What follows belongs to an exercise in optimizing a design on an open flow for small area and a short achievable clock period; a production flow would make more cautious choices. Only simulation tests tie the RTL to the original design; equivalence was not proved. Power and IR drop assume default switching activity.

## oak
// cam
module cam(clk, enable,
	       data_in,
	       MatchEn, WriteEn,
	       WriteAddr,
	       MatchAddr, Match
	       );
Size: about 16000 cells after synthesis, ~4100 flip-flops, roughly 37 I/O pins, about 180000 µm² of cells after synthesis.
==> flow/config.mk <==
export PLATFORM = sky130hd
export DESIGN_NAME = cam
export DESIGN_NICKNAME = cam
export VERILOG_FILES = /design/flow/design.v
export SDC_FILE = /design/flow/constraint.sdc
export NUM_CORES = 4
export LEC_CHECK = 0
export CAP_MARGIN = 20
export CORE_MARGIN = 2
export CORE_UTILIZATION = 60
export SETUP_SLACK_MARGIN = 5
export SLEW_MARGIN = 30
export SYNTH_HIERARCHICAL = 1
export TNS_END_PERCENT = 5
==> flow/constraint.sdc <==
create_clock -name core_clock -period 10.0 [get_ports {clk}]
set_input_delay 2.0000 -clock core_clock [delete_from_list [all_inputs] [get_ports {clk}]]
set_output_delay 2.0000 -clock core_clock [all_outputs]
set_load 0.01 [all_outputs]
standard.sh (not shown) runs the stock make flow with config.mk's settings and CLKGATE_MAP_FILE= SYNTH_SCRIPT=/design/flow/synth_recipe.tcl, a recipe that flattens the netlist after the stock synthesis.
==> flow/flow/run.sh <==
#!/bin/bash
set -euo pipefail
bash standard.sh SETUP_SLACK_MARGIN=6.5 finish > standard_flow.log 2>&1
> inputs changed (oak -> pine)
Settings: SLEW_MARGIN changed from 30 to 20; CTS_BUF_LIST newly set to sky130_fd_sc_hd__clkbuf_8.
==> notes.md <==
- Of the two candidates, oak has the better switching power of the nets and pine the worse one.
- pine reports a higher total detailed-routing wirelength than oak does.
- pine was carried through to the last stage, and its layout satisfied the timing, DRC and antenna checks.
- Against oak, pine comes in 2603 higher on via count.
- pine packs its core more loosely than oak.
- Of the two values seen for capture point of the worst path, Match was produced by pine and MatchAddr[0] by oak.
Changes in birch relative to pine:
Settings: swapping 60 for 65 in CORE_UTILIZATION.
## What came out
- birch: PASS, flow complete, no timing, DRC or antenna violations
- Every stage of the flow completed for pine, and the final layout passed the timing, DRC and antenna checks.
- A timing startpoint of the critical path of data_in[8] is what birch shows, while data_in[6] belongs to pine.
- The share of final-layout standard cells stronger than drive strength 1 of birch is higher than that of pine.
- The internal power component of birch falls short of that of pine by about 0.5%.
- Compared to pine, birch has width of the die 21 µm lower.
- Taking pine over birch, the number of gates resized after cts ratio works out to 1.3.

* * *

v6:
Another version of the RTL of cam (not shown whole).
Size in the first run: roughly 11000 cells after synthesis, about 37 I/O pins.
Settings: LEC_CHECK=0, CAP_MARGIN=20, CORE_MARGIN=2, CORE_UTILIZATION=45, SLEW_MARGIN=20; clock period 10.0 ns.
run.sh (not shown) runs the stock make flow with config.mk's settings and CLKGATE_MAP_FILE= SYNTH_SCRIPT=/design/flow/synth_recipe.tcl, a recipe that flattens the netlist after the stock synthesis.
Stock flow here: none of the scripts above is used.
Setup changes, v6 to v7
Settings: putting SETUP_SLACK_MARGIN at 5 where nothing was set.
Results
| total power | higher: v7 |
Wire length (lower): v6
v7 -> v6: number of inverters outside the clock class in the layout delta 0, exact match
Met3 wirelength from detailed routing (higher): v7
Re utilization of the core after routing: v6 and v7 aren't equal, and the lower value belongs to v6.
In the final design statistics, v7 uses more standard cells in total than v6.
Final hold slack delta (v7 − v6): unfavourable
Summary — share of final-layout standard cells stronger than drive strength 1, v7 relative to v6: higher, by 2.2 points.
Against v6, v7 comes in 2.5% higher on summed area of non-filler cells in the final layout.

* * *

Another version of the RTL of cam (not shown whole).
For scale: ~16000 cells after synthesis, about 37 I/O pins, ~180000 um^2 of cells after synthesis.
export LEC_CHECK = 0
export CAP_MARGIN = 20
export CORE_MARGIN = 2
export CORE_UTILIZATION = 60
export CTS_CLUSTER_DIAMETER = 80
export CTS_CLUSTER_SIZE = 30
export SETUP_SLACK_MARGIN = 5
export SLEW_MARGIN = 20
export SYNTH_HIERARCHICAL = 1
export TNS_END_PERCENT = 5
create_clock -name core_clock -period 10.0 [get_ports {clk}]
standard.sh (not shown) runs the stock make flow with config.mk's settings and CLKGATE_MAP_FILE= SYNTH_SCRIPT=/design/flow/synth_recipe.tcl, a recipe that flattens the netlist after the stock synthesis.
Scripts as last shown in full above: flow/flow/run.sh
Next try:
--- a/flow/config.mk
+++ b/flow/config.mk
@@ -10,3 +10 @@
-export CORE_UTILIZATION = 60
-export CTS_CLUSTER_DIAMETER = 80
-export CTS_CLUSTER_SIZE = 30
+export CORE_UTILIZATION = 55
After rerunning:
- synthesized area stays the same
- power grows by a quarter to a third
- wire length grows by a little under a tenth
- hold slack got worse by 12 ps
- die area grows by roughly a tenth
Next try:
==> flow/run.sh (new file) <==
#!/bin/bash
# synth_recipe.tcl (not shown) runs the flow's synth.tcl, then flattens the netlist and writes it again
# the make line also repeats each setting of config.mk as NAME=value (left out here)
make -C /OpenROAD-flow-scripts/flow DESIGN_CONFIG=/design/flow/config.mk WORK_HOME=/design/flow/orfs CLKGATE_MAP_FILE= SYNTH_SCRIPT=/design/flow/synth_recipe.tcl finish
--- a/flow/config.mk
+++ b/flow/config.mk
@@ -10 +10 @@
-export CORE_UTILIZATION = 55
+export CORE_UTILIZATION = 45
@@ -14 +13,0 @@
-export TNS_END_PERCENT = 5
removed: flow/flow/run.sh
removed: flow/standard.sh
What happened: Global-route usage fell by 15 points; core utilization fell by 16 points; area after synthesis stays the same; wire length fell by 24%; synthesized cell count stays the same; via count fell by 11%; clock skew rose by 34 ps; setup slack is worse by 680 ps; fmax fell by 13%; cell count rose by 1.5%.
Next try:
==> flow/flow/run.sh (new file) <==
#!/bin/bash
set -euo pipefail
bash standard.sh SETUP_SLACK_MARGIN=6.5 finish > standard_flow.log 2>&1
==> flow/standard.sh (new file) <==
#!/bin/bash
# synth_recipe.tcl (not shown) runs the flow's synth.tcl, then flattens the netlist and writes it again
# the make line also repeats each setting of config.mk as NAME=value (left out here)
make -C /OpenROAD-flow-scripts/flow DESIGN_CONFIG=/design/flow/config.mk WORK_HOME=/design/flow/orfs CLKGATE_MAP_FILE= SYNTH_SCRIPT=/design/flow/synth_recipe.tcl "${@:-finish}"
--- a/flow/config.mk
+++ b/flow/config.mk
@@ -10 +10,2 @@
-export CORE_UTILIZATION = 45
+export CORE_UTILIZATION = 60
+export CTS_BUF_LIST = sky130_fd_sc_hd__clkbuf_8
@@ -13,0 +15 @@
+export TNS_END_PERCENT = 5
removed: flow/run.sh
The changed run ran to the end with no violations.
First-iteration DRC count came out higher by well over a third.
Global-route usage came out higher by 17 points.
Power came out lower by a few percent.
Wire length came out higher by a quarter to a third.
Setup slack gains 890 ps.
Worst hold slack barely changes.
Combinational power came out higher by a quarter to a third.
Fmax came out higher by about a fifth.
Clock-buffer cell count came out higher by 202.
Cell area came out higher by a few percent.

* * *

cam, a different RTL version from the one above (not shown whole).
Size in the first run: ~4100 flip-flops, roughly 37 I/O pins.
==> flow/design.v (excerpt) <==
module cam(clk, enable,
	       data_in,
	       MatchEn, WriteEn,
	       WriteAddr,
	       MatchAddr, Match
	       );
==> flow/config.mk <==
export PLATFORM = sky130hd
export DESIGN_NAME = cam
export DESIGN_NICKNAME = cam
export VERILOG_FILES = /design/flow/design.v
export SDC_FILE = /design/flow/constraint.sdc
export NUM_CORES = 4
export LEC_CHECK = 0
export CAP_MARGIN = 20
export CORE_MARGIN = 2
export CORE_UTILIZATION = 60
export CTS_CLUSTER_DIAMETER = 60
export CTS_CLUSTER_SIZE = 24
export SETUP_SLACK_MARGIN = 5
export SLEW_MARGIN = 20
export SYNTH_HIERARCHICAL = 1
export TNS_END_PERCENT = 5
==> flow/constraint.sdc <==
create_clock -name core_clock -period 10.0 [get_ports {clk}]
set_input_delay 2.0000 -clock core_clock [delete_from_list [all_inputs] [get_ports {clk}]]
set_output_delay 2.0000 -clock core_clock [all_outputs]
set_load 0.01 [all_outputs]
==> flow/flow/run.sh <==
#!/bin/bash
set -euo pipefail
bash standard.sh SETUP_SLACK_MARGIN=6.5 finish > standard_flow.log 2>&1
The starting point finished but failed the layout checks on slew limit.
Change:
--- a/flow/config.mk
+++ b/flow/config.mk
@@ -9,6 +9,5 @@
 export CORE_MARGIN = 2
 export CORE_UTILIZATION = 60
-export CTS_CLUSTER_DIAMETER = 60
-export CTS_CLUSTER_SIZE = 24
+export CTS_BUF_LIST = sky130_fd_sc_hd__clkbuf_8
 export SETUP_SLACK_MARGIN = 5
 export SLEW_MARGIN = 20
After rerunning:
- Now the flow ran to the end with no violations
- wire length falls slightly
- total power rises by a few percent
- non-clock buffer count came out lower by 178
- sequential power hardly moves
- sequential share of layout area came out lower by 0.26 points
- worst setup slack gets better by 0.24 ns
- cell area increases slightly
- hold slack degrades by 0.0052 ns
- global-route usage climbs by 0.86 points
- maximum frequency rose by a few percent

==> re-timing with driven ports <==
No port has a modelled driver above. Below, the same layouts with a new extraction and two added sets of constraints. Step 1, drivers: a clkbuf_16 drives clk and a buf_2 each remaining input, both assumed. Step 2 also shifts input and output timing later by t, the mid clock arrival at the registers, as if the neighbouring blocks saw the same clock. Three values: no drivers, after step 1, after step 2; two values: the first two.
| run | shift t [ns] | setup WS [ns] | worst register clock-pin slew, ns | worst slew at a driven data input, ns | pins driven straight from the clock port |
|---|---|---|---|---|---|
| oak | 1.098 | 5.724 / 5.422 / 4.324 | 0.07 / 0.07 | 0.58 | 1 |
| pine | 1.362 | 6.080 / 5.772 / 4.410 | 0.07 / 0.07 | 0.57 | 1 |
| birch | 1.367 | 6.076 / 5.738 / 4.372 | 0.07 / 0.07 | 0.57 | 1 |
| v6 | 1.041 | 3.510 / 3.560 / 2.519 | 0.06 / 0.06 | 0.15 | 1 |
| v7 | 1.058 | 4.924 / 4.519 / 3.461 | 0.07 / 0.07 | 0.64 | 1 |
| the first run of note 3 | 1.056 | 5.587 / 5.229 / 4.173 | 0.12 / 0.12 | 0.67 | 1 |
| the second run of note 3 | 1.084 | 5.540 / 5.196 / 4.112 | 0.07 / 0.07 | 0.54 | 1 |
| the third run of note 3 | 1.056 | 4.860 / 4.830 / 3.774 | 0.08 / 0.08 | 0.37 | 1 |
| the fourth run of note 3 | 1.333 | 5.752 / 5.441 / 4.108 | 0.07 / 0.07 | 0.52 | 1 |
| the first run of note 4 | 1.051 | 5.763 / 5.402 / 4.350 | 0.10 / 0.10 | 0.69 | 1 |
| the second run of note 4 | 1.349 | 6.002 / 5.572 / 4.223 | 0.07 / 0.07 | 0.72 | 1 |
The setup slack of the second run of note 4, which loses most, moves by -0.430 ns with the drivers and by -1.779 ns with both steps.
